This design comes from an exercise in tuning for small area and a short achievable clock period on the open sky130 flow, not from production work.
Only simulation tests tie the RTL to the original design; equivalence was not proved.
Power and IR drop assume default switching activity.

<file path="flow/flow/run.sh">
#!/bin/bash
# Layout: the standard ORFS flow (standard.sh, unchanged synthesis and
# steps), except that the buffers global placement puts on the input and
# output ports are plain buffers (buf_2, resized later as timing needs)
# instead of the delay cell buffer_ports picks by default.
set -euo pipefail
cd "$(dirname "$0")/.."
export BUFFER_PORTS_ARGS="-buffer_cell sky130_fd_sc_hd__buf_2"
bash standard.sh > standard_flow.log 2>&1
</file>
<file path="flow/standard.sh">
#!/bin/bash
# synth_recipe.tcl (not shown) runs the flow's synth.tcl, then flattens the netlist and writes it again
# the make line also repeats each setting of config.mk as NAME=value (left out here)
make -C /OpenROAD-flow-scripts/flow DESIGN_CONFIG=/design/flow/config.mk WORK_HOME=/design/flow/orfs CLKGATE_MAP_FILE= SYNTH_SCRIPT=/design/flow/synth_recipe.tcl "${@:-finish}"
</file>
<file path="flow/config.mk">
export PLATFORM = sky130hd
export DESIGN_NAME = FPM
export DESIGN_NICKNAME = FPM
export VERILOG_FILES = /design/flow/design.v
export SDC_FILE = /design/flow/constraint.sdc
export NUM_CORES = 4
export LEC_CHECK = 0
export CAP_MARGIN = 20
export CORE_MARGIN = 2
export CORE_UTILIZATION = 70
export CTS_CLUSTER_DIAMETER = 100
export CTS_CLUSTER_SIZE = 32
export SETUP_SLACK_MARGIN = 0.95
export SLEW_MARGIN = 20
export SYNTH_HIERARCHICAL = 1
export SYNTH_MINIMUM_KEEP_SIZE = 0
</file>
<file path="flow/constraint.sdc">
create_clock -name core_clock -period 3.0 [get_ports {clk}]
set_input_delay 0.6000 -clock core_clock [delete_from_list [all_inputs] [get_ports {clk}]]
set_output_delay 0.6000 -clock core_clock [all_outputs]
set_load 0.01 [all_outputs]
</file>
<file path="flow/design.v">
module FPM(A, B, SUM, clk);
  input [31:0] A, B;
  input clk;
  output [31:0] SUM;
  wire       s0_sgn = A[31] ^ B[31];
  wire [7:0] s0_exp = A[30:23] + B[30:23] + 8'h81;
  wire n1 = A[1] & A[0];
  wire n2 = A[1] ^ A[0];
  wire n3 = A[2] & A[1];
  wire n4 = A[2] ^ A[1];
  wire n5 = A[3] & A[2];
  wire n6 = A[3] ^ A[2];
  wire n7 = A[4] & A[3];
  wire n8 = A[4] ^ A[3];
  wire n9 = A[5] & A[4];
  wire n10 = A[5] ^ A[4];
  wire n11 = A[6] & A[5];
  wire n12 = A[6] ^ A[5];
  wire n13 = A[7] & A[6];
  wire n14 = A[7] ^ A[6];
  wire n15 = A[8] & A[7];
  wire n16 = A[8] ^ A[7];
  wire n17 = A[9] & A[8];
  wire n18 = A[9] ^ A[8];
  wire n19 = A[10] & A[9];
  wire n20 = A[10] ^ A[9];
  wire n21 = A[11] & A[10];
  wire n22 = A[11] ^ A[10];
  wire n23 = A[12] & A[11];
  wire n24 = A[12] ^ A[11];
  wire n25 = A[13] & A[12];
  wire n26 = A[13] ^ A[12];
  wire n27 = A[14] & A[13];
  wire n28 = A[14] ^ A[13];
  wire n29 = A[15] & A[14];
  wire n30 = A[15] ^ A[14];
  wire n31 = A[16] & A[15];
  wire n32 = A[16] ^ A[15];
  wire n33 = A[17] & A[16];
  wire n34 = A[17] ^ A[16];
  wire n35 = A[18] & A[17];
  wire n36 = A[18] ^ A[17];
  wire n37 = A[19] & A[18];
  wire n38 = A[19] ^ A[18];
  wire n39 = A[20] & A[19];
  wire n40 = A[20] ^ A[19];
  wire n41 = A[21] & A[20];
  wire n42 = A[21] ^ A[20];
  wire n43 = A[22] & A[21];
  wire n44 = A[22] ^ A[21];
  wire n45 = 1'b1 & A[22];
  wire n46 = 1'b1 ^ A[22];
  wire n47 = n1 | (n2 & 1'b0);
  wire n48 = n3 | (n4 & n1);
  wire n49 = n4 & n2;
  wire n50 = n5 | (n6 & n3);
  wire n51 = n6 & n4;
  wire n52 = n7 | (n8 & n5);
  wire n53 = n8 & n6;
  wire n54 = n9 | (n10 & n7);
  wire n55 = n10 & n8;
  wire n56 = n11 | (n12 & n9);
  wire n57 = n12 & n10;
  wire n58 = n13 | (n14 & n11);
  wire n59 = n14 & n12;
  wire n60 = n15 | (n16 & n13);
  wire n61 = n16 & n14;
  wire n62 = n17 | (n18 & n15);
  wire n63 = n18 & n16;
  wire n64 = n19 | (n20 & n17);
  wire n65 = n20 & n18;
  wire n66 = n21 | (n22 & n19);
  wire n67 = n22 & n20;
  wire n68 = n23 | (n24 & n21);
  wire n69 = n24 & n22;
  wire n70 = n25 | (n26 & n23);
  wire n71 = n26 & n24;
  wire n72 = n27 | (n28 & n25);
  wire n73 = n28 & n26;
  wire n74 = n29 | (n30 & n27);
  wire n75 = n30 & n28;
  wire n76 = n31 | (n32 & n29);
  wire n77 = n32 & n30;
  wire n78 = n33 | (n34 & n31);
  wire n79 = n34 & n32;
  wire n80 = n35 | (n36 & n33);
  wire n81 = n36 & n34;
  wire n82 = n37 | (n38 & n35);
  wire n83 = n38 & n36;
  wire n84 = n39 | (n40 & n37);
  wire n85 = n40 & n38;
  wire n86 = n41 | (n42 & n39);
  wire n87 = n42 & n40;
  wire n88 = n43 | (n44 & n41);
  wire n89 = n44 & n42;
  wire n90 = n45 | (n46 & n43);
  wire n91 = n46 & n44;
  wire n92 = 1'b0 | (1'b1 & n45);
  wire n93 = 1'b1 & n46;
  wire n94 = 1'b0 | (1'b0 & 1'b0);
  wire n95 = 1'b0 & 1'b1;
  wire n96 = n48 | (n49 & 1'b0);
  wire n97 = n50 | (n51 & n47);
  wire n98 = n52 | (n53 & n48);
  wire n99 = n53 & n49;
  wire n100 = n54 | (n55 & n50);
  wire n101 = n55 & n51;
  wire n102 = n56 | (n57 & n52);
  wire n103 = n57 & n53;
  wire n104 = n58 | (n59 & n54);
  wire n105 = n59 & n55;
  wire n106 = n60 | (n61 & n56);
  wire n107 = n61 & n57;
  wire n108 = n62 | (n63 & n58);
  wire n109 = n63 & n59;
  wire n110 = n64 | (n65 & n60);
  wire n111 = n65 & n61;
  wire n112 = n66 | (n67 & n62);
  wire n113 = n67 & n63;
  wire n114 = n68 | (n69 & n64);
  wire n115 = n69 & n65;
  wire n116 = n70 | (n71 & n66);
  wire n117 = n71 & n67;
  wire n118 = n72 | (n73 & n68);
  wire n119 = n73 & n69;
  wire n120 = n74 | (n75 & n70);
  wire n121 = n75 & n71;
  wire n122 = n76 | (n77 & n72);
  wire n123 = n77 & n73;
  wire n124 = n78 | (n79 & n74);
  wire n125 = n79 & n75;
  wire n126 = n80 | (n81 & n76);
  wire n127 = n81 & n77;
  wire n128 = n82 | (n83 & n78);
  wire n129 = n83 & n79;
  wire n130 = n84 | (n85 & n80);
  wire n131 = n85 & n81;
  wire n132 = n86 | (n87 & n82);
  wire n133 = n87 & n83;
  wire n134 = n88 | (n89 & n84);
  wire n135 = n89 & n85;
  wire n136 = n90 | (n91 & n86);
  wire n137 = n91 & n87;
  wire n138 = n92 | (n93 & n88);
  wire n139 = n93 & n89;
  wire n140 = n94 | (n95 & n90);
  wire n141 = n95 & n91;
  wire n142 = n98 | (n99 & 1'b0);
  wire n143 = n100 | (n101 & n47);
  wire n144 = n102 | (n103 & n96);
  wire n145 = n104 | (n105 & n97);
  wire n146 = n106 | (n107 & n98);
  wire n147 = n107 & n99;
  wire n148 = n108 | (n109 & n100);
  wire n149 = n109 & n101;
  wire n150 = n110 | (n111 & n102);
  wire n151 = n111 & n103;
  wire n152 = n112 | (n113 & n104);
  wire n153 = n113 & n105;
  wire n154 = n114 | (n115 & n106);
  wire n155 = n115 & n107;
  wire n156 = n116 | (n117 & n108);
  wire n157 = n117 & n109;
  wire n158 = n118 | (n119 & n110);
  wire n159 = n119 & n111;
  wire n160 = n120 | (n121 & n112);
  wire n161 = n121 & n113;
  wire n162 = n122 | (n123 & n114);
  wire n163 = n123 & n115;
  wire n164 = n124 | (n125 & n116);
  wire n165 = n125 & n117;
  wire n166 = n126 | (n127 & n118);
  wire n167 = n127 & n119;
  wire n168 = n128 | (n129 & n120);
  wire n169 = n129 & n121;
  wire n170 = n130 | (n131 & n122);
  wire n171 = n131 & n123;
  wire n172 = n132 | (n133 & n124);
  wire n173 = n133 & n125;
  wire n174 = n134 | (n135 & n126);
  wire n175 = n135 & n127;
  wire n176 = n136 | (n137 & n128);
  wire n177 = n137 & n129;
  wire n178 = n138 | (n139 & n130);
  wire n179 = n139 & n131;
  wire n180 = n140 | (n141 & n132);
  wire n181 = n141 & n133;
  wire n182 = n146 | (n147 & 1'b0);
  wire n183 = n148 | (n149 & n47);
  wire n184 = n150 | (n151 & n96);
  wire n185 = n152 | (n153 & n97);
  wire n186 = n154 | (n155 & n142);
  wire n187 = n156 | (n157 & n143);
  wire n188 = n158 | (n159 & n144);
  wire n189 = n160 | (n161 & n145);
  wire n190 = n162 | (n163 & n146);
  wire n191 = n163 & n147;
  wire n192 = n164 | (n165 & n148);
  wire n193 = n165 & n149;
  wire n194 = n166 | (n167 & n150);
  wire n195 = n167 & n151;
  wire n196 = n168 | (n169 & n152);
  wire n197 = n169 & n153;
  wire n198 = n170 | (n171 & n154);
  wire n199 = n171 & n155;
  wire n200 = n172 | (n173 & n156);
  wire n201 = n173 & n157;
  wire n202 = n174 | (n175 & n158);
  wire n203 = n175 & n159;
  wire n204 = n176 | (n177 & n160);
  wire n205 = n177 & n161;
  wire n206 = n178 | (n179 & n162);
  wire n207 = n179 & n163;
  wire n208 = n180 | (n181 & n164);
  wire n209 = n181 & n165;
  wire n210 = n190 | (n191 & 1'b0);
  wire n211 = n192 | (n193 & n47);
  wire n212 = n194 | (n195 & n96);
  wire n213 = n196 | (n197 & n97);
  wire n214 = n198 | (n199 & n142);
  wire n215 = n200 | (n201 & n143);
  wire n216 = n202 | (n203 & n144);
  wire n217 = n204 | (n205 & n145);
  wire n218 = n206 | (n207 & n182);
  wire n219 = n208 | (n209 & n183);
  wire [25:0] s0_t3 = {(1'b0 ^ n218), (1'b1 ^ n217), (n46 ^ n216), (n44 ^ n215), (n42 ^ n214), (n40 ^ n213), (n38 ^ n212), (n36 ^ n211), (n34 ^ n210), (n32 ^ n189), (n30 ^ n188), (n28 ^ n187), (n26 ^ n186), (n24 ^ n185), (n22 ^ n184), (n20 ^ n183), (n18 ^ n182), (n16 ^ n145), (n14 ^ n144), (n12 ^ n143), (n10 ^ n142), (n8 ^ n97), (n6 ^ n96), (n4 ^ n47), (n2 ^ 1'b0), A[0]};
  wire [24:0] q = {1'b1, B[22:0], 1'b0};
  wire [7:0] s0_m1, s0_m2, s0_m3, s0_m4;
  wire [6:0] s0_neg;
  genvar gi, gj;
  generate for (gi = 0; gi < 7; gi = gi + 1) begin : enc
    wire [3:0] g = q[3*gi+3:3*gi];
    assign s0_neg[gi] = g[3] & ~(g[2] & g[1] & g[0]);
    assign s0_m1[gi] = (g == 4'b0001) | (g == 4'b0010) | (g == 4'b1101) | (g == 4'b1110);
    assign s0_m2[gi] = (g == 4'b0011) | (g == 4'b0100) | (g == 4'b1011) | (g == 4'b1100);
    assign s0_m3[gi] = (g == 4'b0101) | (g == 4'b0110) | (g == 4'b1001) | (g == 4'b1010);
    assign s0_m4[gi] = (g == 4'b0111) | (g == 4'b1000);
  end endgenerate
  wire [2:0] g7 = q[23:21];
  assign s0_m1[7] = (g7 == 3'b001) | (g7 == 3'b010);
  assign s0_m2[7] = (g7 == 3'b011) | (g7 == 3'b100);
  assign s0_m3[7] = (g7 == 3'b101) | (g7 == 3'b110);
  assign s0_m4[7] = (g7 == 3'b111);
  reg [22:0] r1_a;
  reg [25:1] r1_t3;
  reg [7:0]  r1_m1, r1_m2, r1_m3, r1_m4;
  reg [6:0]  r1_neg;
  reg        r1_sgn;
  reg [7:0]  r1_exp;
  always @(posedge clk) begin
    r1_a <= A[22:0]; r1_t3 <= s0_t3[25:1];
    r1_m1 <= s0_m1; r1_m2 <= s0_m2; r1_m3 <= s0_m3; r1_m4 <= s0_m4; r1_neg <= s0_neg;
    r1_sgn <= s0_sgn; r1_exp <= s0_exp;
  end
  wire [27:0] m1x = {3'b001, r1_a[22:0], 2'b00};      
  wire [25:0] m3x = {r1_t3, r1_a[0]};                   
  wire [25:0] pp [0:7];
  generate for (gi = 0; gi < 8; gi = gi + 1) begin : rw
    for (gj = 0; gj < 26; gj = gj + 1) begin : cl
      wire x = (r1_m1[gi] & m1x[gj+2]) | (r1_m2[gi] & m1x[gj+1]) |
               (r1_m3[gi] & m3x[gj]) | (r1_m4[gi] & m1x[gj]);
      if (gi < 7)
        assign pp[gi][gj] = x ^ r1_neg[gi];
      else
        assign pp[gi][gj] = x;
    end
  end endgenerate
  wire n220 = ~r1_neg[0];
  wire n221 = ~r1_neg[1];
  wire n222 = ~r1_neg[2];
  wire n223 = ~r1_neg[3];
  wire n224 = ~r1_neg[4];
  wire n225 = ~r1_neg[5];
  wire n226 = ~r1_neg[6];
  wire n227 = ~r1_neg[0];
  wire n228 = ~r1_neg[0];
  wire n229 = ~r1_neg[0];
  wire n230, n231;
  fpm_fa un230 (r1_neg[1], pp[0][3], pp[1][0], n230, n231);
  wire n232, n233;
  fpm_fa un232 (r1_neg[2], pp[0][6], pp[1][3], n232, n233);
  wire n234, n235;
  fpm_fa un234 (pp[0][7], pp[1][4], pp[2][1], n234, n235);
  wire n236, n237;
  fpm_fa un236 (pp[0][8], pp[1][5], pp[2][2], n236, n237);
  wire n238, n239;
  fpm_fa un238 (r1_neg[3], pp[0][9], pp[1][6], n238, n239);
  wire n240, n241;
  fpm_fa un240 (pp[0][10], pp[1][7], pp[2][4], n240, n241);
  wire n242, n243;
  fpm_fa un242 (pp[0][11], pp[1][8], pp[2][5], n242, n243);
  wire n244, n245;
  fpm_fa un244 (r1_neg[4], pp[0][12], pp[1][9], n244, n245);
  wire n246, n247;
  fpm_fa un246 (pp[2][6], pp[3][3], pp[4][0], n246, n247);
  wire n248, n249;
  fpm_fa un248 (pp[0][13], pp[1][10], pp[2][7], n248, n249);
  wire n250, n251;
  fpm_fa un250 (pp[0][14], pp[1][11], pp[2][8], n250, n251);
  wire n252, n253;
  fpm_fa un252 (r1_neg[5], pp[0][15], pp[1][12], n252, n253);
  wire n254, n255;
  fpm_fa un254 (pp[2][9], pp[3][6], pp[4][3], n254, n255);
  wire n256, n257;
  fpm_fa un256 (pp[0][16], pp[1][13], pp[2][10], n256, n257);
  wire n258, n259;
  fpm_fa un258 (pp[3][7], pp[4][4], pp[5][1], n258, n259);
  wire n260, n261;
  fpm_fa un260 (pp[0][17], pp[1][14], pp[2][11], n260, n261);
  wire n262, n263;
  fpm_fa un262 (pp[3][8], pp[4][5], pp[5][2], n262, n263);
  wire n264, n265;
  fpm_fa un264 (r1_neg[6], pp[0][18], pp[1][15], n264, n265);
  wire n266, n267;
  fpm_fa un266 (pp[2][12], pp[3][9], pp[4][6], n266, n267);
  wire n268, n269;
  fpm_fa un268 (pp[0][19], pp[1][16], pp[2][13], n268, n269);
  wire n270, n271;
  fpm_fa un270 (pp[3][10], pp[4][7], pp[5][4], n270, n271);
  wire n272, n273;
  fpm_fa un272 (pp[0][20], pp[1][17], pp[2][14], n272, n273);
  wire n274, n275;
  fpm_fa un274 (pp[3][11], pp[4][8], pp[5][5], n274, n275);
  wire n276, n277;
  fpm_fa un276 (pp[0][21], pp[1][18], pp[2][15], n276, n277);
  wire n278, n279;
  fpm_fa un278 (pp[3][12], pp[4][9], pp[5][6], n278, n279);
  wire n280, n281;
  fpm_fa un280 (pp[0][22], pp[1][19], pp[2][16], n280, n281);
  wire n282, n283;
  fpm_fa un282 (pp[3][13], pp[4][10], pp[5][7], n282, n283);
  wire n284, n285;
  fpm_fa un284 (r1_a[0], pp[0][23], pp[1][20], n284, n285);
  wire n286, n287;
  fpm_fa un286 (pp[2][17], pp[3][14], pp[4][11], n286, n287);
  wire n288, n289;
  fpm_fa un288 (pp[5][8], pp[6][5], pp[7][2], n288, n289);
  wire n290, n291;
  fpm_fa un290 (r1_a[1], pp[0][24], pp[1][21], n290, n291);
  wire n292, n293;
  fpm_fa un292 (pp[2][18], pp[3][15], pp[4][12], n292, n293);
  wire n294, n295;
  fpm_fa un294 (pp[5][9], pp[6][6], pp[7][3], n294, n295);
  wire n296, n297;
  fpm_fa un296 (r1_a[2], pp[0][25], pp[1][22], n296, n297);
  wire n298, n299;
  fpm_fa un298 (pp[2][19], pp[3][16], pp[4][13], n298, n299);
  wire n300, n301;
  fpm_fa un300 (pp[5][10], pp[6][7], pp[7][4], n300, n301);
  wire n302, n303;
  fpm_fa un302 (r1_a[3], r1_neg[0], pp[1][23], n302, n303);
  wire n304, n305;
  fpm_fa un304 (pp[2][20], pp[3][17], pp[4][14], n304, n305);
  wire n306, n307;
  fpm_fa un306 (pp[5][11], pp[6][8], pp[7][5], n306, n307);
  wire n308, n309;
  fpm_fa un308 (r1_a[4], r1_neg[0], pp[1][24], n308, n309);
  wire n310, n311;
  fpm_fa un310 (pp[2][21], pp[3][18], pp[4][15], n310, n311);
  wire n312, n313;
  fpm_fa un312 (pp[5][12], pp[6][9], pp[7][6], n312, n313);
  wire n314, n315;
  fpm_fa un314 (r1_a[5], r1_neg[0], pp[1][25], n314, n315);
  wire n316, n317;
  fpm_fa un316 (pp[2][22], pp[3][19], pp[4][16], n316, n317);
  wire n318, n319;
  fpm_fa un318 (pp[5][13], pp[6][10], pp[7][7], n318, n319);
  wire n320, n321;
  fpm_fa un320 (r1_a[6], n221, n229, n320, n321);
  wire n322, n323;
  fpm_fa un322 (pp[2][23], pp[3][20], pp[4][17], n322, n323);
  wire n324, n325;
  fpm_fa un324 (pp[5][14], pp[6][11], pp[7][8], n324, n325);
  wire n326, n327;
  fpm_fa un326 (r1_a[7], 1'b1, pp[2][24], n326, n327);
  wire n328, n329;
  fpm_fa un328 (pp[3][21], pp[4][18], pp[5][15], n328, n329);
  wire n330, n331;
  fpm_ha hn330 (pp[6][12], pp[7][9], n330, n331);
  wire n332, n333;
  fpm_fa un332 (r1_a[8], 1'b1, pp[2][25], n332, n333);
  wire n334, n335;
  fpm_fa un334 (pp[3][22], pp[4][19], pp[5][16], n334, n335);
  wire n336, n337;
  fpm_ha hn336 (pp[6][13], pp[7][10], n336, n337);
  wire n338, n339;
  fpm_fa un338 (r1_a[9], n222, pp[3][23], n338, n339);
  wire n340, n341;
  fpm_fa un340 (pp[4][20], pp[5][17], pp[6][14], n340, n341);
  wire n342, n343;
  fpm_fa un342 (r1_a[10], 1'b1, pp[3][24], n342, n343);
  wire n344, n345;
  fpm_fa un344 (pp[4][21], pp[5][18], pp[6][15], n344, n345);
  wire n346, n347;
  fpm_fa un346 (r1_a[11], 1'b1, pp[3][25], n346, n347);
  wire n348, n349;
  fpm_fa un348 (pp[4][22], pp[5][19], pp[6][16], n348, n349);
  wire n350, n351;
  fpm_fa un350 (r1_a[12], n223, pp[4][23], n350, n351);
  wire n352, n353;
  fpm_fa un352 (pp[5][20], pp[6][17], pp[7][14], n352, n353);
  wire n354, n355;
  fpm_fa un354 (r1_a[13], 1'b1, pp[4][24], n354, n355);
  wire n356, n357;
  fpm_fa un356 (pp[5][21], pp[6][18], pp[7][15], n356, n357);
  wire n358, n359;
  fpm_fa un358 (r1_a[14], 1'b1, pp[4][25], n358, n359);
  wire n360, n361;
  fpm_fa un360 (pp[5][22], pp[6][19], pp[7][16], n360, n361);
  wire n362, n363;
  fpm_fa un362 (r1_a[15], n224, pp[5][23], n362, n363);
  wire n364, n365;
  fpm_fa un364 (r1_a[16], 1'b1, pp[5][24], n364, n365);
  wire n366, n367;
  fpm_fa un366 (r1_a[17], 1'b1, pp[5][25], n366, n367);
  wire n368, n369;
  fpm_fa un368 (r1_a[18], n225, pp[6][23], n368, n369);
  wire n370, n371;
  fpm_fa un370 (r1_a[19], 1'b1, pp[6][24], n370, n371);
  wire n372, n373;
  fpm_fa un372 (r1_a[20], 1'b1, pp[6][25], n372, n373);
  wire n374, n375;
  fpm_fa un374 (r1_a[21], n226, pp[7][23], n374, n375);
  wire n376, n377;
  fpm_fa un376 (r1_a[22], 1'b1, pp[7][24], n376, n377);
  wire n378, n379;
  fpm_ha hn378 (pp[3][4], pp[4][1], n378, n379);
  wire n380, n381;
  fpm_ha hn380 (pp[3][5], pp[4][2], n380, n381);
  wire n382, n383;
  fpm_ha hn382 (pp[5][3], pp[6][0], n382, n383);
  wire n384, n385;
  fpm_ha hn384 (pp[6][3], pp[7][0], n384, n385);
  wire n386, n387;
  fpm_ha hn386 (pp[6][4], pp[7][1], n386, n387);
  wire n388, n389;
  fpm_ha hn388 (pp[6][20], pp[7][17], n388, n389);
  wire n390, n391;
  fpm_ha hn390 (pp[6][21], pp[7][18], n390, n391);
  wire n392, n393;
  fpm_ha hn392 (pp[6][22], pp[7][19], n392, n393);
  wire n394 = r1_neg[0] & pp[0][0];
  wire n395 = r1_neg[0] | pp[0][0];
  wire n396 = 1'b0 | (pp[0][1] & n394);
  reg [184:0] r2_m;
  reg        r2_sgn;
  reg [7:0]  r2_exp;
  always @(posedge clk) begin
    r2_m <= {n377, pp[7][25], n376, n375, n374, n373, n372, n371, pp[7][22], n370, n369, pp[7][21], n368, n367, n393, pp[7][20], n366, n365, n392, n391, n364, n363, n390, n389, n362, n361, n359, n388, n360, n358, n357, n355, n356, n354, n353, n351, n352, n350, n349, n347, n348, n346, n345, n343, pp[7][13], n344, n342, n341, n339, pp[7][12], n340, n338, n335, n333, n337, pp[7][11], n334, n332, n329, n327, n336, n331, n328, n326, n325, n323, n330, n321, n324, n322, n319, n317, n315, n320, n318, n316, n314, n313, n311, n309, n312, n310, n308, n307, n305, n303, n306, n304, n302, n301, n299, n297, n300, n298, n296, n295, n293, n291, n294, n292, n290, n289, n287, n285, n288, n286, n284, n283, n281, n387, n282, n280, n279, n277, n386, n385, n278, n276, n275, n273, n384, n274, n272, n271, n269, pp[6][2], n270, n268, n267, n265, n383, pp[6][1], n266, n264, n263, n261, n382, n262, n260, n259, n257, n258, n256, n255, n253, n254, n252, n251, n381, pp[5][0], n250, n249, n380, n379, n248, n247, n245, n378, n246, n244, n243, n242, n241, pp[3][2], n240, n239, pp[3][1], n238, n237, pp[3][0], pp[2][3], n236, n235, n234, n233, n232, pp[2][0], pp[1][2], pp[0][5], n231, pp[1][1], pp[0][4], n230, n396, pp[0][2]};
    r2_sgn <= r1_sgn; r2_exp <= r1_exp;
  end
  wire n398, n399;
  fpm_fa un398 (r2_m[3], r2_m[4], r2_m[5], n398, n399);
  wire n400, n401;
  fpm_fa un400 (r2_m[14], r2_m[15], r2_m[16], n400, n401);
  wire n402, n403;
  fpm_fa un402 (r2_m[18], r2_m[19], r2_m[20], n402, n403);
  wire n404, n405;
  fpm_fa un404 (r2_m[21], r2_m[22], r2_m[23], n404, n405);
  wire n406, n407;
  fpm_fa un406 (r2_m[24], r2_m[25], r2_m[26], n406, n407);
  wire n408, n409;
  fpm_fa un408 (r2_m[27], r2_m[28], r2_m[29], n408, n409);
  wire n410, n411;
  fpm_fa un410 (r2_m[31], r2_m[32], r2_m[33], n410, n411);
  wire n412, n413;
  fpm_fa un412 (r2_m[35], r2_m[36], r2_m[37], n412, n413);
  wire n414, n415;
  fpm_fa un414 (r2_m[40], r2_m[41], r2_m[42], n414, n415);
  wire n416, n417;
  fpm_fa un416 (r2_m[44], r2_m[45], r2_m[46], n416, n417);
  wire n418, n419;
  fpm_fa un418 (r2_m[48], r2_m[49], r2_m[50], n418, n419);
  wire n420, n421;
  fpm_fa un420 (r2_m[53], r2_m[54], r2_m[55], n420, n421);
  wire n422, n423;
  fpm_fa un422 (r2_m[56], r2_m[57], r2_m[58], n422, n423);
  wire n424, n425;
  fpm_fa un424 (r2_m[59], r2_m[60], r2_m[61], n424, n425);
  wire n426, n427;
  fpm_ha hn426 (r2_m[62], r2_m[63], n426, n427);
  wire n428, n429;
  fpm_fa un428 (r2_m[64], r2_m[65], r2_m[66], n428, n429);
  wire n430, n431;
  fpm_ha hn430 (r2_m[67], r2_m[68], n430, n431);
  wire n432, n433;
  fpm_fa un432 (r2_m[69], r2_m[70], r2_m[71], n432, n433);
  wire n434, n435;
  fpm_fa un434 (r2_m[72], r2_m[73], r2_m[74], n434, n435);
  wire n436, n437;
  fpm_fa un436 (r2_m[75], r2_m[76], r2_m[77], n436, n437);
  wire n438, n439;
  fpm_fa un438 (r2_m[78], r2_m[79], r2_m[80], n438, n439);
  wire n440, n441;
  fpm_fa un440 (r2_m[81], r2_m[82], r2_m[83], n440, n441);
  wire n442, n443;
  fpm_fa un442 (r2_m[84], r2_m[85], r2_m[86], n442, n443);
  wire n444, n445;
  fpm_fa un444 (r2_m[87], r2_m[88], r2_m[89], n444, n445);
  wire n446, n447;
  fpm_fa un446 (r2_m[90], r2_m[91], r2_m[92], n446, n447);
  wire n448, n449;
  fpm_fa un448 (r2_m[93], r2_m[94], r2_m[95], n448, n449);
  wire n450, n451;
  fpm_fa un450 (r2_m[96], r2_m[97], r2_m[98], n450, n451);
  wire n452, n453;
  fpm_fa un452 (r2_m[99], r2_m[100], r2_m[101], n452, n453);
  wire n454, n455;
  fpm_fa un454 (r2_m[102], r2_m[103], r2_m[104], n454, n455);
  wire n456, n457;
  fpm_fa un456 (r2_m[105], r2_m[106], r2_m[107], n456, n457);
  wire n458, n459;
  fpm_fa un458 (r2_m[108], r2_m[109], r2_m[110], n458, n459);
  wire n460, n461;
  fpm_fa un460 (r2_m[111], r2_m[112], r2_m[113], n460, n461);
  wire n462, n463;
  fpm_fa un462 (r2_m[114], r2_m[115], r2_m[116], n462, n463);
  wire n464, n465;
  fpm_fa un464 (r2_m[117], r2_m[118], r2_m[119], n464, n465);
  wire n466, n467;
  fpm_fa un466 (r2_m[120], r2_m[121], r2_m[122], n466, n467);
  wire n468, n469;
  fpm_fa un468 (r2_m[123], r2_m[124], r2_m[125], n468, n469);
  wire n470, n471;
  fpm_fa un470 (r2_m[126], r2_m[127], r2_m[128], n470, n471);
  wire n472, n473;
  fpm_fa un472 (r2_m[129], r2_m[130], r2_m[131], n472, n473);
  wire n474, n475;
  fpm_fa un474 (r2_m[132], r2_m[133], r2_m[134], n474, n475);
  wire n476, n477;
  fpm_fa un476 (r2_m[135], r2_m[136], r2_m[137], n476, n477);
  wire n478, n479;
  fpm_ha hn478 (r2_m[138], r2_m[139], n478, n479);
  wire n480, n481;
  fpm_fa un480 (r2_m[140], r2_m[141], r2_m[142], n480, n481);
  wire n482, n483;
  fpm_ha hn482 (r2_m[143], r2_m[144], n482, n483);
  wire n484, n485;
  fpm_fa un484 (r2_m[145], r2_m[146], r2_m[147], n484, n485);
  wire n486, n487;
  fpm_fa un486 (r2_m[149], r2_m[150], r2_m[151], n486, n487);
  wire n488, n489;
  fpm_fa un488 (r2_m[153], r2_m[154], r2_m[155], n488, n489);
  wire n490, n491;
  fpm_fa un490 (r2_m[157], r2_m[158], r2_m[159], n490, n491);
  wire n492, n493;
  fpm_fa un492 (r2_m[161], r2_m[162], r2_m[163], n492, n493);
  wire n494, n495;
  fpm_fa un494 (r2_m[165], r2_m[166], r2_m[167], n494, n495);
  wire n496, n497;
  fpm_fa un496 (r2_m[169], r2_m[170], r2_m[171], n496, n497);
  wire n498, n499;
  fpm_fa un498 (r2_m[173], r2_m[174], r2_m[175], n498, n499);
  wire n500, n501;
  fpm_fa un500 (r2_m[176], r2_m[177], r2_m[178], n500, n501);
  wire n502, n503;
  fpm_fa un502 (r2_m[6], r2_m[7], n399, n502, n503);
  wire n504, n505;
  fpm_fa un504 (r2_m[30], n407, n408, n504, n505);
  wire n506, n507;
  fpm_fa un506 (r2_m[34], n409, n410, n506, n507);
  wire n508, n509;
  fpm_fa un508 (r2_m[38], r2_m[39], n411, n508, n509);
  wire n510, n511;
  fpm_fa un510 (r2_m[43], n413, n414, n510, n511);
  wire n512, n513;
  fpm_fa un512 (r2_m[47], n415, n416, n512, n513);
  wire n514, n515;
  fpm_fa un514 (r2_m[51], r2_m[52], n417, n514, n515);
  wire n516, n517;
  fpm_fa un516 (n419, n420, n422, n516, n517);
  wire n518, n519;
  fpm_fa un518 (n426, n421, n423, n518, n519);
  wire n520, n521;
  fpm_fa un520 (n427, n430, n425, n520, n521);
  wire n522, n523;
  fpm_fa un522 (n431, n429, n432, n522, n523);
  wire n524, n525;
  fpm_fa un524 (n433, n435, n436, n524, n525);
  wire n526, n527;
  fpm_fa un526 (n437, n439, n440, n526, n527);
  wire n528, n529;
  fpm_fa un528 (n441, n443, n444, n528, n529);
  wire n530, n531;
  fpm_fa un530 (n445, n447, n448, n530, n531);
  wire n532, n533;
  fpm_fa un532 (n449, n451, n452, n532, n533);
  wire n534, n535;
  fpm_fa un534 (n453, n455, n456, n534, n535);
  wire n536, n537;
  fpm_fa un536 (n457, n459, n460, n536, n537);
  wire n538, n539;
  fpm_fa un538 (n461, n463, n464, n538, n539);
  wire n540, n541;
  fpm_fa un540 (n465, n467, n468, n540, n541);
  wire n542, n543;
  fpm_fa un542 (n469, n471, n472, n542, n543);
  wire n544, n545;
  fpm_fa un544 (n478, n473, n475, n544, n545);
  wire n546, n547;
  fpm_fa un546 (n479, n482, n477, n546, n547);
  wire n548, n549;
  fpm_fa un548 (r2_m[148], n483, n481, n548, n549);
  wire n550, n551;
  fpm_fa un550 (r2_m[152], n485, n486, n550, n551);
  wire n552, n553;
  fpm_fa un552 (r2_m[156], n487, n488, n552, n553);
  wire n554, n555;
  fpm_fa un554 (r2_m[160], n489, n490, n554, n555);
  wire n556, n557;
  fpm_fa un556 (r2_m[164], n491, n492, n556, n557);
  wire n558, n559;
  fpm_fa un558 (r2_m[168], n493, n494, n558, n559);
  wire n560, n561;
  fpm_fa un560 (r2_m[172], n495, n496, n560, n561);
  wire n562, n563;
  fpm_fa un562 (r2_m[179], r2_m[180], n501, n562, n563);
  wire n564, n565;
  fpm_fa un564 (r2_m[8], r2_m[9], n503, n564, n565);
  wire n566, n567;
  fpm_ha hn566 (r2_m[10], r2_m[11], n566, n567);
  wire n568, n569;
  fpm_ha hn568 (r2_m[12], r2_m[13], n568, n569);
  wire n570, n571;
  fpm_ha hn570 (r2_m[17], n400, n570, n571);
  wire n572, n573;
  fpm_ha hn572 (n401, n402, n572, n573);
  wire n574, n575;
  fpm_ha hn574 (n403, n404, n574, n575);
  wire n576, n577;
  fpm_ha hn576 (n405, n406, n576, n577);
  wire n578, n579;
  fpm_fa un578 (n412, n508, n507, n578, n579);
  wire n580, n581;
  fpm_ha hn580 (n509, n510, n580, n581);
  wire n582, n583;
  fpm_ha hn582 (n511, n512, n582, n583);
  wire n584, n585;
  fpm_fa un584 (n418, n514, n513, n584, n585);
  wire n586, n587;
  fpm_ha hn586 (n515, n516, n586, n587);
  wire n588, n589;
  fpm_fa un588 (n424, n518, n517, n588, n589);
  wire n590, n591;
  fpm_fa un590 (n428, n519, n520, n590, n591);
  wire n592, n593;
  fpm_fa un592 (n434, n521, n522, n592, n593);
  wire n594, n595;
  fpm_fa un594 (n438, n523, n524, n594, n595);
  wire n596, n597;
  fpm_fa un596 (n442, n525, n526, n596, n597);
  wire n598, n599;
  fpm_fa un598 (n446, n527, n528, n598, n599);
  wire n600, n601;
  fpm_fa un600 (n450, n529, n530, n600, n601);
  wire n602, n603;
  fpm_fa un602 (n454, n531, n532, n602, n603);
  wire n604, n605;
  fpm_fa un604 (n458, n533, n534, n604, n605);
  wire n606, n607;
  fpm_fa un606 (n462, n535, n536, n606, n607);
  wire n608, n609;
  fpm_fa un608 (n466, n537, n538, n608, n609);
  wire n610, n611;
  fpm_fa un610 (n470, n539, n540, n610, n611);
  wire n612, n613;
  fpm_fa un612 (n474, n541, n542, n612, n613);
  wire n614, n615;
  fpm_fa un614 (n476, n544, n543, n614, n615);
  wire n616, n617;
  fpm_fa un616 (n480, n545, n546, n616, n617);
  wire n618, n619;
  fpm_fa un618 (n484, n547, n548, n618, n619);
  wire n620, n621;
  fpm_ha hn620 (n549, n550, n620, n621);
  wire n622, n623;
  fpm_ha hn622 (n551, n552, n622, n623);
  wire n624, n625;
  fpm_ha hn624 (n553, n554, n624, n625);
  wire n626, n627;
  fpm_ha hn626 (n555, n556, n626, n627);
  wire n628, n629;
  fpm_ha hn628 (n557, n558, n628, n629);
  wire n630, n631;
  fpm_ha hn630 (n559, n560, n630, n631);
  wire n632, n633;
  fpm_fa un632 (n497, n498, n561, n632, n633);
  wire n634, n635;
  fpm_ha hn634 (n499, n500, n634, n635);
  wire n636, n637;
  fpm_fa un636 (r2_m[181], r2_m[182], n563, n636, n637);
  wire n638, n639;
  fpm_ha hn638 (r2_m[183], r2_m[184], n638, n639);
  wire n640 = r2_m[0] & r2_m[1];
  wire n641 = r2_m[0] | r2_m[1];
  wire n642 = 1'b0 | (r2_m[2] & n640);
  wire n644 = 1'b0 | (n398 & n642);
  reg [81:0] r3_m;
  reg        r3_sgn;
  reg [7:0]  r3_exp;
  always @(posedge clk) begin
    r3_m <= {n639, n637, n638, n636, n562, n635, n633, n634, n632, n631, n630, n629, n628, n627, n626, n625, n624, n623, n622, n621, n619, n620, n618, n617, n616, n615, n613, n614, n612, n611, n610, n609, n608, n607, n606, n605, n604, n603, n602, n601, n600, n599, n598, n597, n596, n595, n594, n593, n592, n591, n590, n589, n588, n587, n585, n586, n584, n583, n582, n581, n579, n580, n578, n506, n505, n504, n577, n576, n575, n574, n573, n572, n571, n570, n569, n568, n567, n565, n566, n564, n644, n502};
    r3_sgn <= r2_sgn; r3_exp <= r2_exp;
  end
  wire [47:0] n646 = {r3_m[81], r3_m[79], r3_m[78], r3_m[76], r3_m[74], r3_m[72], r3_m[70], r3_m[68], r3_m[66], r3_m[64], r3_m[62], r3_m[60], r3_m[58], r3_m[56], r3_m[54], r3_m[52], r3_m[50], r3_m[48], r3_m[46], r3_m[44], r3_m[42], r3_m[40], r3_m[38], r3_m[36], r3_m[34], r3_m[32], r3_m[30], r3_m[28], r3_m[26], r3_m[24], r3_m[22], r3_m[20], r3_m[19], r3_m[17], r3_m[15], r3_m[13], r3_m[11], r3_m[9], r3_m[7], r3_m[5], r3_m[3], r3_m[2], r3_m[0], 1'b0, 1'b0, 1'b0, 1'b0, 1'b0};
  wire [47:0] n647 = {1'b0, r3_m[80], 1'b0, r3_m[77], r3_m[75], r3_m[73], r3_m[71], r3_m[69], r3_m[67], r3_m[65], r3_m[63], r3_m[61], r3_m[59], r3_m[57], r3_m[55], r3_m[53], r3_m[51], r3_m[49], r3_m[47], r3_m[45], r3_m[43], r3_m[41], r3_m[39], r3_m[37], r3_m[35], r3_m[33], r3_m[31], r3_m[29], r3_m[27], r3_m[25], r3_m[23], r3_m[21], 1'b0, r3_m[18], r3_m[16], r3_m[14], r3_m[12], r3_m[10], r3_m[8], r3_m[6], r3_m[4], 1'b0, r3_m[1], 1'b0, 1'b0, 1'b0, 1'b0, 1'b0};
  wire n649, n648;
  fpm_ha hn649 (r3_m[0], r3_m[1], n649, n648);
  wire n650;
  fpm_ao an650 (1'b0, r3_m[2], n648, n650);
  wire n652, n651;
  fpm_ha hn652 (r3_m[3], r3_m[4], n652, n651);
  wire n654, n653;
  fpm_ha hn654 (r3_m[5], r3_m[6], n654, n653);
  wire n656, n655;
  fpm_ha hn656 (r3_m[7], r3_m[8], n656, n655);
  wire n658, n657;
  fpm_ha hn658 (r3_m[9], r3_m[10], n658, n657);
  wire n660, n659;
  fpm_ha hn660 (r3_m[11], r3_m[12], n660, n659);
  wire n662, n661;
  fpm_ha hn662 (r3_m[13], r3_m[14], n662, n661);
  wire n664, n663;
  fpm_ha hn664 (r3_m[15], r3_m[16], n664, n663);
  wire n666, n665;
  fpm_ha hn666 (r3_m[17], r3_m[18], n666, n665);
  wire n667;
  fpm_ao an667 (n653, n654, n651, n667);
  wire n668;
  fpm_ao an668 (n657, n658, n655, n668);
  wire n669 = n658 & n656;
  wire n670;
  fpm_ao an670 (n661, n662, n659, n670);
  wire n671 = n662 & n660;
  wire n672;
  fpm_ao an672 (n665, n666, n663, n672);
  wire n673 = n666 & n664;
  wire n674;
  fpm_ao an674 (n655, n656, n667, n674);
  wire n675;
  fpm_ao an675 (n668, n669, n667, n675);
  wire n676;
  fpm_ao an676 (n663, n664, n670, n676);
  wire n677 = n664 & n671;
  wire n678;
  fpm_ao an678 (n672, n673, n670, n678);
  wire n679 = n673 & n671;
  wire n680;
  fpm_ao an680 (n659, n660, n675, n680);
  wire n681;
  fpm_ao an681 (n670, n671, n675, n681);
  wire n682;
  fpm_ao an682 (n676, n677, n675, n682);
  wire n683;
  fpm_ao an683 (n678, n679, n675, n683);
  wire n685, n684;
  fpm_ha hn685 (r3_m[20], r3_m[21], n685, n684);
  wire n687, n686;
  fpm_ha hn687 (r3_m[22], r3_m[23], n687, n686);
  wire n689, n688;
  fpm_ha hn689 (r3_m[24], r3_m[25], n689, n688);
  wire n691, n690;
  fpm_ha hn691 (r3_m[26], r3_m[27], n691, n690);
  wire n693, n692;
  fpm_ha hn693 (r3_m[28], r3_m[29], n693, n692);
  wire n695, n694;
  fpm_ha hn695 (r3_m[30], r3_m[31], n695, n694);
  wire n697, n696;
  fpm_ha hn697 (r3_m[32], r3_m[33], n697, n696);
  wire n698;
  fpm_ao an698 (n684, n685, 1'b0, n698);
  wire n699;
  fpm_ao an699 (n688, n689, n686, n699);
  wire n700 = n689 & n687;
  wire n701;
  fpm_ao an701 (n692, n693, n690, n701);
  wire n702 = n693 & n691;
  wire n703;
  fpm_ao an703 (n696, n697, n694, n703);
  wire n704 = n697 & n695;
  wire n705;
  fpm_ao an705 (n686, n687, n698, n705);
  wire n706;
  fpm_ao an706 (n699, n700, n698, n706);
  wire n707;
  fpm_ao an707 (n694, n695, n701, n707);
  wire n708 = n695 & n702;
  wire n709;
  fpm_ao an709 (n703, n704, n701, n709);
  wire n710 = n704 & n702;
  wire n711;
  fpm_ao an711 (n690, n691, n706, n711);
  wire n712;
  fpm_ao an712 (n701, n702, n706, n712);
  wire n713;
  fpm_ao an713 (n707, n708, n706, n713);
  wire n714;
  fpm_ao an714 (n709, n710, n706, n714);
  wire n716, n715;
  fpm_ha hn716 (r3_m[34], r3_m[35], n716, n715);
  wire n718, n717;
  fpm_ha hn718 (r3_m[36], r3_m[37], n718, n717);
  wire n720, n719;
  fpm_ha hn720 (r3_m[38], r3_m[39], n720, n719);
  wire n722, n721;
  fpm_ha hn722 (r3_m[40], r3_m[41], n722, n721);
  wire n724, n723;
  fpm_ha hn724 (r3_m[42], r3_m[43], n724, n723);
  wire n726, n725;
  fpm_ha hn726 (r3_m[44], r3_m[45], n726, n725);
  wire n727;
  fpm_ao an727 (n717, n718, n715, n727);
  wire n728;
  fpm_ao an728 (n721, n722, n719, n728);
  wire n729 = n722 & n720;
  wire n730;
  fpm_ao an730 (n725, n726, n723, n730);
  wire n731 = n726 & n724;
  wire n732;
  fpm_ao an732 (n719, n720, n727, n732);
  wire n733;
  fpm_ao an733 (n728, n729, n727, n733);
  wire n734;
  fpm_ao an734 (n723, n724, n733, n734);
  wire n735;
  fpm_ao an735 (n730, n731, n733, n735);
  wire n737, n736;
  fpm_ha hn737 (r3_m[46], r3_m[47], n737, n736);
  wire n739, n738;
  fpm_ha hn739 (r3_m[48], r3_m[49], n739, n738);
  wire n741, n740;
  fpm_ha hn741 (r3_m[50], r3_m[51], n741, n740);
  wire n743, n742;
  fpm_ha hn743 (r3_m[52], r3_m[53], n743, n742);
  wire n745, n744;
  fpm_ha hn745 (r3_m[54], r3_m[55], n745, n744);
  wire n747, n746;
  fpm_ha hn747 (r3_m[56], r3_m[57], n747, n746);
  wire n748;
  fpm_ao an748 (n738, n739, n736, n748);
  wire n749;
  fpm_ao an749 (n742, n743, n740, n749);
  wire n750 = n743 & n741;
  wire n751;
  fpm_ao an751 (n746, n747, n744, n751);
  wire n752 = n747 & n745;
  wire n753;
  fpm_ao an753 (n740, n741, n748, n753);
  wire n754;
  fpm_ao an754 (n749, n750, n748, n754);
  wire n755;
  fpm_ao an755 (n744, n745, n754, n755);
  wire n756;
  fpm_ao an756 (n751, n752, n754, n756);
  wire n758, n757;
  fpm_ha hn758 (r3_m[58], r3_m[59], n758, n757);
  wire n760, n759;
  fpm_ha hn760 (r3_m[60], r3_m[61], n760, n759);
  wire n762, n761;
  fpm_ha hn762 (r3_m[62], r3_m[63], n762, n761);
  wire n764, n763;
  fpm_ha hn764 (r3_m[64], r3_m[65], n764, n763);
  wire n766, n765;
  fpm_ha hn766 (r3_m[66], r3_m[67], n766, n765);
  wire n768, n767;
  fpm_ha hn768 (r3_m[68], r3_m[69], n768, n767);
  wire n769;
  fpm_ao an769 (n759, n760, n757, n769);
  wire n770;
  fpm_ao an770 (n763, n764, n761, n770);
  wire n771 = n764 & n762;
  wire n772;
  fpm_ao an772 (n767, n768, n765, n772);
  wire n773 = n768 & n766;
  wire n774;
  fpm_ao an774 (n761, n762, n769, n774);
  wire n775;
  fpm_ao an775 (n770, n771, n769, n775);
  wire n776;
  fpm_ao an776 (n765, n766, n775, n776);
  wire n777;
  fpm_ao an777 (n772, n773, n775, n777);
  wire n779, n778;
  fpm_ha hn779 (r3_m[70], r3_m[71], n779, n778);
  wire n781, n780;
  fpm_ha hn781 (r3_m[72], r3_m[73], n781, n780);
  wire n783, n782;
  fpm_ha hn783 (r3_m[74], r3_m[75], n783, n782);
  wire n785, n784;
  fpm_ha hn785 (r3_m[76], r3_m[77], n785, n784);
  wire n787, n786;
  fpm_ha hn787 (r3_m[79], r3_m[80], n787, n786);
  wire n788;
  fpm_ao an788 (n780, n781, n778, n788);
  wire n789;
  fpm_ao an789 (n784, n785, n782, n789);
  wire n790 = n785 & n783;
  wire n791;
  fpm_ao an791 (n786, n787, 1'b0, n791);
  wire n792 = n787 & r3_m[78];
  wire n793;
  fpm_ao an793 (n782, n783, n788, n793);
  wire n794;
  fpm_ao an794 (n789, n790, n788, n794);
  wire n795;
  fpm_ao an795 (1'b0, r3_m[81], n791, n795);
  wire n796 = r3_m[81] & n792;
  wire n797;
  fpm_ao an797 (1'b0, r3_m[78], n794, n797);
  wire n798;
  fpm_ao an798 (n791, n792, n794, n798);
  wire n799;
  fpm_ao an799 (n795, n796, n794, n799);
  reg r4_lg0;
  reg r4_lg1;
  reg r4_lp1;
  reg r4_lg2;
  reg r4_lp2;
  reg [5:0] r4_us0;
  reg r4_ug0;
  reg r4_up0;
  reg [5:0] r4_us1;
  reg r4_ug1;
  reg r4_up1;
  reg [5:0] r4_us2;
  reg r4_ug2;
  reg r4_up2;
  reg [6:0] r4_us3;
  reg r4_ug3;
  reg r4_up3;
  reg        r4_sgn;
  reg [7:0]  r4_exp;
  always @(posedge clk) begin
    r4_lg0 <= n650;
    r4_lg1 <= n683;
    r4_lp1 <= &{n652, n654, n656, n658, n660, n662, n664, n666};
    r4_lg2 <= n714;
    r4_lp2 <= &{r3_m[19], n685, n687, n689, n691, n693, n695, n697};
    r4_us0 <= {(n726 ^ n734), (n724 ^ n733), (n722 ^ n732), (n720 ^ n727), (n718 ^ n715), n716};
    r4_ug0 <= n735;
    r4_up0 <= &{n716, n718, n720, n722, n724, n726};
    r4_us1 <= {(n747 ^ n755), (n745 ^ n754), (n743 ^ n753), (n741 ^ n748), (n739 ^ n736), n737};
    r4_ug1 <= n756;
    r4_up1 <= &{n737, n739, n741, n743, n745, n747};
    r4_us2 <= {(n768 ^ n776), (n766 ^ n775), (n764 ^ n774), (n762 ^ n769), (n760 ^ n757), n758};
    r4_ug2 <= n777;
    r4_up2 <= &{n758, n760, n762, n764, n766, n768};
    r4_us3 <= {(r3_m[81] ^ n798), (n787 ^ n797), (r3_m[78] ^ n794), (n785 ^ n793), (n783 ^ n788), (n781 ^ n778), n779};
    r4_ug3 <= n799;
    r4_up3 <= &{n779, n781, n783, n785, r3_m[78], n787, r3_m[81]};
    r4_sgn <= r3_sgn; r4_exp <= r3_exp;
  end
  wire n800 = r4_lg1 | (r4_lp1 & r4_lg0);
  wire n801 = r4_lg2 | (r4_lp2 & n800);
  wire [5:0] n802;
  assign n802[0] = 1'b1;
  assign n802[1] = &r4_us0[0:0];
  assign n802[2] = &r4_us0[1:0];
  assign n802[3] = &r4_us0[2:0];
  assign n802[4] = &r4_us0[3:0];
  assign n802[5] = &r4_us0[4:0];
  wire [5:0] n803 = r4_us0 ^ ({6{n801}} & n802);
  wire n804 = r4_ug0 | (r4_up0 & n801);
  wire [5:0] n805;
  assign n805[0] = 1'b1;
  assign n805[1] = &r4_us1[0:0];
  assign n805[2] = &r4_us1[1:0];
  assign n805[3] = &r4_us1[2:0];
  assign n805[4] = &r4_us1[3:0];
  assign n805[5] = &r4_us1[4:0];
  wire [5:0] n806 = r4_us1 ^ ({6{n804}} & n805);
  wire n807 = r4_ug1 | (r4_up1 & n804);
  wire [5:0] n808;
  assign n808[0] = 1'b1;
  assign n808[1] = &r4_us2[0:0];
  assign n808[2] = &r4_us2[1:0];
  assign n808[3] = &r4_us2[2:0];
  assign n808[4] = &r4_us2[3:0];
  assign n808[5] = &r4_us2[4:0];
  wire [5:0] n809 = r4_us2 ^ ({6{n807}} & n808);
  wire n810 = r4_ug2 | (r4_up2 & n807);
  wire [6:0] n811;
  assign n811[0] = 1'b1;
  assign n811[1] = &r4_us3[0:0];
  assign n811[2] = &r4_us3[1:0];
  assign n811[3] = &r4_us3[2:0];
  assign n811[4] = &r4_us3[3:0];
  assign n811[5] = &r4_us3[4:0];
  assign n811[6] = &r4_us3[5:0];
  wire [6:0] n812 = r4_us3 ^ ({7{n810}} & n811);
  wire n813 = r4_ug3 | (r4_up3 & n810);
  wire [24:0] n814 = {n812, n809, n806, n803};
  reg [24:0] r5_p;
  reg        r5_sgn;
  reg [7:0]  r5_exp;
  always @(posedge clk) begin
    r5_p <= n814;
    r5_sgn <= r4_sgn; r5_exp <= r4_exp;
  end
  wire [31:0] n815 = {r5_sgn, r5_exp + {7'd0, r5_p[24]}, r5_p[24] ? r5_p[23:1] : r5_p[22:0]};
  reg [31:0] r6_o;
  always @(posedge clk) r6_o <= n815;
  reg [31:0] r7_o;
  always @(posedge clk) r7_o <= r6_o;
  reg [31:0] r8_o;
  always @(posedge clk) r8_o <= r7_o;
  reg [31:0] r9_o;
  always @(posedge clk) r9_o <= r8_o;
  reg [31:0] r10_o;
  always @(posedge clk) r10_o <= r9_o;
  assign SUM = r10_o;
endmodule
module fpm_fa(a, b, c, s, co);
  input a, b, c;
  output s, co;
  assign s = a ^ b ^ c;
  assign co = (a & b) | (a & c) | (b & c);
endmodule
module fpm_x3(a, b, c, s);
  input a, b, c;
  output s;
  assign s = a ^ b ^ c;
endmodule
module fpm_mj(a, b, c, co);
  input a, b, c;
  output co;
  assign co = (a & b) | (a & c) | (b & c);
endmodule
module fpm_ao(g, p, c, y);
  input g, p, c;
  output y;
  assign y = g | (p & c);
endmodule
module fpm_ha(a, b, s, co);
  input a, b;
  output s, co;
  assign s = a ^ b;
  assign co = a & b;
endmodule
</file>
==> results of run 1 <==
-- flip-flops by register name, summed over array words and instances, names as in the netlist, 7 cells and up --
register / count
r8_o: 32
r5_p: 25
r4_us3: 7
r2_m: 185
r1_exp: 8
r1_a: 23
r7_o: 32
r1_neg: 7
r6_o: 32
r1_m3: 8
r1_m4: 8
r1_m1: 8
r2_exp: 8
r3_m: 82
r4_exp: 8
r5_exp: 8
r1_t3: 25
r9_o: 32
r10_o: 32
r3_exp: 8
r1_m2: 8
-- metal layers --
metal | vias to the layer above | routed length [µm]
li1 | 7467 | -
met1 | 8001 | 23800
met2 | 873 | 27000
met3 | 182 | 5810
met4 | 12 | 1800
met5 | - | 72
-- Yosys stat by module, one instance, submodules excluded --
module | flip-flops and latches | cells | cell area [µm²] | times used
FPM | 620 | 1813 | 21100 | 1
fpm_fa | 0 | 1 | 20.0 | 172
fpm_ha | 0 | 1 | 12.5 | 70
fpm_ao | 0 | 1 | 7.51 | 43
-- power breakdown --
group          internal [mW]  switching (mW)
Sequential              11.6            1.73
Clock                   1.42            2.33
Combinational           4.59            4.77
-- final timing paths --
check	startpoint	end	slack (ns)	depth (start not counted)
setup / recovery	r1_m1[1]$_DFF_P_	r2_m[73]$_DFF_P_	0.96	4
hold / removal	A[9]	r1_a[9]$_DFF_P_	0.13	1
setup reg to reg	r1_m1[1]$_DFF_P_	r2_m[73]$_DFF_P_	0.96	4
hold reg to reg	r9_o[12]$_DFF_P_	r10_o[12]$_DFF_P_	0.33	0
-- cell type report --
cell class	count	area, µm²	area share
Antenna cell	5	12.5	0.000454
Inverter	28	105	0.00381
Clock inverter	2	40.0	0.00145
Sequential cell	620	12400	0.451
Timing Repair Buffer	167	1020	0.0369
Multi-Input combinational cell	1289	12800	0.464
Tap cell	468	586	0.0213
Clock buffer	23	576	0.0209
-- worst register-to-register path: stages (launching register included) --
cell	delay [ns]
dfxtp_1	0.64
buf_4	0.32
a221oi_1	0.14
xnor2_1	0.24
fa_1	0.53
-- timing repair --
item / 4_1_cts / 5_1_grt
endpoints found under the setup margin: 36 / 49
buffers inserted: 0 / 0
hold buffers: 0 / 0
gates resized for setup: 14 / 22
pin swaps: 0 / 2
-- synth_stat cells (10+ instances only) --
master      n
a21o_1     53
a21oi_1    39
a221oi_1  154
a22o_1    147
a22oi_1    50
and2_1     21
and3_1     10
and4_1     10
buf_1      15
clkbuf_1  159
dfxtp_1   620
fa_1      174
ha_1      112
inv_1      28
mux2_2     23
nand2_1    65
nand3_1    16
nor2_1     26
nor2b_1    13
o21ai_0    30
xnor2_1   230
xor2_1     37
-- kinds of logic (layout without fill, tap and decap cells) --
group	count (synthesis)	count (layout)	share of synthesized area
AOI/OAI and AO/OA	508	508	0.158
xor gates and xnor gates	267	267	0.0910
adders and majority gates	286	286	0.190
buffers and inverters	202	220	0.0295
DFF	620	620	0.483
muxes	23	23	0.0101
other	2	20	0.000292
and+or+nand+nor	190	190	0.0376
==> notes.md, run 1 <==
* CP Max Fanout at 14
* Final period util at 0.679
* Post-DP Area at 0.0268 mm²
* Crit start category: flip-flop
* Crit path cell chain: buf_4 -> a221oi_1 -> xnor2_1 -> fa_1
* Rel. slew slack at 0.361
* Largest net degree at the start of global routing at 33
* Top_reg_cell synth: dfxtp_1
* Overall Power at 26.5 mW
* Met2 Usage GRT at 0.501
* Cells after DPL at roughly 2.6k
* Total Wirelength at about 59 mm
* Post-DP HPWL at 41.1 mm
* Unrepaired setup endpoints after global routing: yes
* Commonest non-fill, non-tap cells in the layout: dfxtp_1, xnor2_1, fa_1
* Starting Density at 0.707
* Grt met3 use at 0.0791
* Via total after detailed routing at 16.5k
* Distinct cells, synth at 51
* CP peak stage delay at ~0.64 ns
* Fill cell count at 2,298
* Final Hold Fails at 0
* CP bufs+invs at 1
* Clock transition at path regs at about 0.12 ns
* Initial drt markers at 1,821
* Most common cell after layout, fill and taps aside: dfxtp_1
* Leak Pwr at between 10 and 15 nW
* Setup ws final at 0.964 ns
* CTS HTree Levels at 1
* Global-route wire length before repair at between 90 and 100 mm
* Die ar. at 0.0383 mm²
* # port buffers at 96
* Vias/cell at 6.35
* Fmax at between 0.4 and 0.5 GHz
* CTS tree: built
* Mapped Cells at 2,098
* Max-slew violations at 0
* Yosys warnings at 7
* Max clock buf depth at 3
* Top-area cell type share of the netlist area at 0.483
* Clock Latency Late Sink at 0.60 ns
* 1st-pass router iterations at 6
* Post-synth ARST share at 0
* Ports at between 90 and 100
* Synthesis-to-finish area growth at 7.22%
* WL per Instance at 22.5 µm
* Mapped Area at around 0.026 mm²
* Worst Tran Pin Value at roughly 0.96 ns
* Hold WS at 0.126 ns
* Non-filler cells, final at about 2.6k
* Endpoint type of the worst setup path: flip-flop
* P per Cell Area at 960 mW/mm²
* Hold/Removal Path Class: primary input to flip-flop
* Final setup violating endpoints at 0
* Gr ovfl total at 0
* Worst VDD drop at roughly 0.65 mV
* DIE HEIGHT at 196 µm
* Number of synthesized flops with an enable pin at 0
* GRT Total Usage at 0.306
* CTS Sinks at 620
* Most Crowded Layer GR: met2
* CP Class: flip-flop to flip-flop
* Sequential share of the synthesized area at 0.483
* WP data arrival at roughly 2.5 ns
* Main area contributors after synthesis: dfxtp_1, fa_1, xnor2_1, ha_1, a221oi_1
* CTS root buffer: clkbuf_16
* CP Data Required Time at 3.43 ns
* Final Skew at 0.0383 ns
* Max-cap violations at 0
* Worst path slowest cell: dfxtp_1
* Core Rows at 70
* Final instance area at roughly 0.028 mm²
* Setup TNS at 0 ns
* Final min period at just over 2 ns
* Run status: finished clean
* Nets at 2,480
* Dpl ws at 0.489 ns
* Final ANT Viol Nets at 0
* # DRC at 0
* Met1 Use GR at 0.402
* Register bit count reported by yosys at 620
* Fraction of layout cells with a size suffix above 1 at 0.129
* GP Congestion at just under 1
* Die width at 196 µm
* Total core area at 0.0363 mm²
* Top delay family on crit path: flip-flops
* Area leader, netlist: dfxtp_1
* TritonCTS buffer count at 23
* Final Core Density at 0.758
* Antenna violations before repair at 11
* Mapped Avg Cell Area at 12.2 µm²
* Vias in the first global route at 16.8k
==> run 2, diff against run 1 <==
--- a/flow/config.mk
+++ b/flow/config.mk
@@ -9,3 +9,3 @@
 export CORE_MARGIN = 2
-export CORE_UTILIZATION = 70
+export CORE_UTILIZATION = 62
 export CTS_CLUSTER_DIAMETER = 100
==> run 2 against run 1 <==
Compared with the run above: cell count rose by 2.7%; critical path type unchanged; total power fell by 1.5%; global-route usage fell by 4.3 points; final area rose by 0.46%.
==> notes.md, run 2 <==
* Final Hold Fails at 0
* Final period util at 0.676
* CP Data Required Time at between 3 and 4 ns
* Mapped Avg Cell Area at ~12 µm²
* Antenna violations before repair at 2
* Gr ovfl total at 0
* Worst Tran Pin Value at 0.836 ns
* 1st-pass router iterations at 8
* Global-route wire length before repair at 90.7 mm
* Max clock buf depth at 3
* Hold/Removal Path Class: primary input to flip-flop
* CP Max Fanout at 14
* Setup TNS at 0 ns
* Ports at 97
* Yosys warnings at 7
* Crit path cell chain: buf_4 -> a221oi_1 -> xnor2_1 -> fa_1
* Initial drt markers at 1,604
* Die width at 208 µm
* Largest regs: r2_m: 185 flops, r3_m: 82 flops
* Post-synth ARST share at 0
* Mapped Cells at 2,098
* Clock transition at path regs at 0.12 ns
* Worst path slowest cell: dfxtp_1
* Total core area at approximately 0.041 mm²
* Main area contributors after synthesis: dfxtp_1, fa_1, xnor2_1, ha_1, a221oi_1
* Top-area cell type share of the netlist area at 0.483
* Largest net degree at the start of global routing at 33
* Worst VDD drop at 0.561 mV
* Top_reg_cell synth: dfxtp_1
* Post-synth top cells: dfxtp_1, xnor2_1, fa_1
* Final min period at 2.03 ns
* Most common cell after layout, fill and taps aside: dfxtp_1
* CTS tree: built
* GP Congestion at 0.917
* Top delay family on crit path: flip-flops
* Max-slew violations at 0
* CTS root buffer: clkbuf_16
* Final Core Density at 0.678
* Max-cap violations at 0
* WP data arrival at about 2.5 ns
* CTS Hold Bufs at 0
* Endpoint type of the worst setup path: flip-flop
* Fraction of layout cells with a size suffix above 1 at 0.130
* Fmax at around 0.49 GHz
* Area leader, netlist: dfxtp_1
* Most frequent cell after synthesis: dfxtp_1
* Nets at 2,487
* Unrepaired setup endpoints after global routing: yes
* Seq pwr share at 0.509
* Total Wirelength at 57.4 mm
* Final ANT Viol Nets at 0
* Max reg flops at between 150 and 200
* Sequential share of the synthesized area at 0.483
* Setup ws final at 0.972 ns
* Via total after detailed routing at 16.2k
* Clock share of power at 0.145
* Vias in the first global route at 16.2k
* Mapped Area at 0.0257 mm²
* CP peak stage delay at 0.71 ns
* # DRC at 0
* CP Class: flip-flop to flip-flop
* Number of synthesized flops with an enable pin at 0
* Sw frac at 0.328
* Dpl ws at 0.514 ns
* Largest Register: r2_m
* Die ar. at ~0.043 mm²
* P per Cell Area at 941 mW/mm²
* DIE HEIGHT at 208 µm
* Register bit count reported by yosys at 620
* Logic pwr share at 0.346
* Final Skew at 0.0143 ns
* Final setup violating endpoints at 0
* CTS Sinks at 620
* GRT Total Usage at 0.263
* Clock Latency Late Sink at 0.59 ns
* Commonest non-fill, non-tap cells in the layout: dfxtp_1, xnor2_1, fa_1
* Fill cell count at 3,063
* Core Rows at 74
* CP bufs+invs at 1
* Flop2flop setup slack at ~1 ns
* WL per Instance at 21.5 µm
* Rel. slew slack at 0.442
* Net Sw Power at 8.54 mW
* Leak Pwr at 11.4 nW
* TritonCTS buffer count at 23
* Internal Power at 17.5 mW
* # port buffers at 96
* Post-DP HPWL at 40.6 mm
* CTS HTree Levels at 1
* Post-CTS Setup Bufs at 0
* Synthesis-to-finish area growth at 7.72%
* Starting Density at 0.629
* Run status: finished clean
* Crit start category: flip-flop
* Distinct cells, synth at 51
* Vias/cell at between 6 and 7
## run 2: cell counts after synthesis
Identical to the previous run, type by type.
## run 2: what timing repair did
action | CTS | global route
setup endpoints to repair | 37 | 61
gates resized for setup | 10 | 19
hold endpoints to repair | 0 | 0
pin swaps | 0 | 1
## run 2: per-layer routing
metal / vias to the layer above / global-route usage / part of all wire / wire length (µm)
li1: 7464 / - / - / -
met1: 7794 / 0.381 / 0.44 / 25100
met2: 793 / 0.393 / 0.43 / 25000
met3: 150 / 0.0623 / 0.097 / 5570
met4: 2 / 0.0810 / 0.030 / 1750
met5: - / 0 / 0.00019 / 11
## run 2: modules after synthesis (local to each module, per instance)
module / cells / cell area [µm²] / copies in the design / flip-flops and latches
FPM: 1813 / 21100 / 1 / 620
fpm_ha: 1 / 12.5 / 70 / 0
fpm_fa: 1 / 20.0 / 172 / 0
fpm_ao: 1 / 7.51 / 43 / 0
## run 2: through the flow
step                power, mW  hold slack, ns  cell area (µm²)  std cells
floorplan                19.2           0.310            25900       2111
global placement         22.1           0.310            27000       2643
detailed placement       22.5           0.312            27000       2643
CTS                      26.3           0.105            27600       2670
global route             28.1           0.102            27700       2670
finish                   26.1           0.121            27700       2671
## run 2: final cells by class
class,count,area (µm²),share of cell area
multi-input combinational,1289,12800,0.461
clock inverter,4,45.0,0.00163
timing repair buffer,174,1080,0.0390
antenna,1,2.50,0.0000904
clock buffer,23,576,0.0208
tap,532,666,0.0240
sequential,620,12400,0.449
inverter,28,105,0.00380
## run 2: worst paths after layout
check | startpoint | endpoint | depth (start not counted)
worst min-delay path | A[0] | r1_a[0]$_DFF_P_ | 1
worst max register to register | r1_m2[1]$_DFF_P_ | r2_m[46]$_DFF_P_ | 4
worst max-delay path | r1_m2[1]$_DFF_P_ | r2_m[46]$_DFF_P_ | 4
worst min register to register | r8_o[23]$_DFF_P_ | r9_o[23]$_DFF_P_ | 0
## run 2: power by group through the flow
| stage | Sequential (mW) | Clock [mW] | Combinational (mW) |
|---|---|---|---|
| 6_report | 13.3 | 3.78 | 9.02 |
| 5_1_grt | 13.6 | 4.19 | 10.4 |
| 4_1_cts | 13.3 | 3.92 | 9.15 |
| 3_5_place_dp | 13.4 | 0 | 9.06 |
| 3_3_place_gp | 13.3 | 0 | 8.75 |
| 2_1_floorplan | 12.8 | 0 | 6.42 |
## run 2: cell families (layout without fill, tap and decap cells)
| kind of cell | after synthesis | after routing | synth area share |
|---|---|---|---|
| compound gates | 508 | 508 | 0.158 |
| other cells | 2 | 16 | 0.000292 |
| simple gates | 190 | 190 | 0.0376 |
| flops | 620 | 620 | 0.483 |
| xor+xnor | 267 | 267 | 0.0910 |
| buf+inv | 202 | 229 | 0.0295 |
| mux | 23 | 23 | 0.0101 |
| fa+ha+maj | 286 | 286 | 0.190 |

==> separate check: timing with driven ports <==
In the flow no input, the clock included, has a driving cell. The finished layouts below were timed again as built, in two steps.
Step 1 assumes that a clkbuf_16 drives the clock port and a buf_2 every other input.
Step 2 also shifts input and output timing later by t, the mid clock arrival at the registers, as if the neighbouring blocks saw the same clock.
Three values: no drivers, after step 1, after step 2; two values: the first two.
run	t, ns	setup WS [ns]	worst register clock-pin slew, ns	cell pins on the clock port's net
run 1	0.637	0.964 / 0.964 / 0.462	0.12 / 0.12	1
run 2	0.640	0.972 / 0.972 / 0.488	0.12 / 0.12	1
After both steps every run listed still meets setup and hold. For run 1, which loses most, drivers alone change the setup slack by 0.000 ns; drivers and shift together by -0.502 ns.
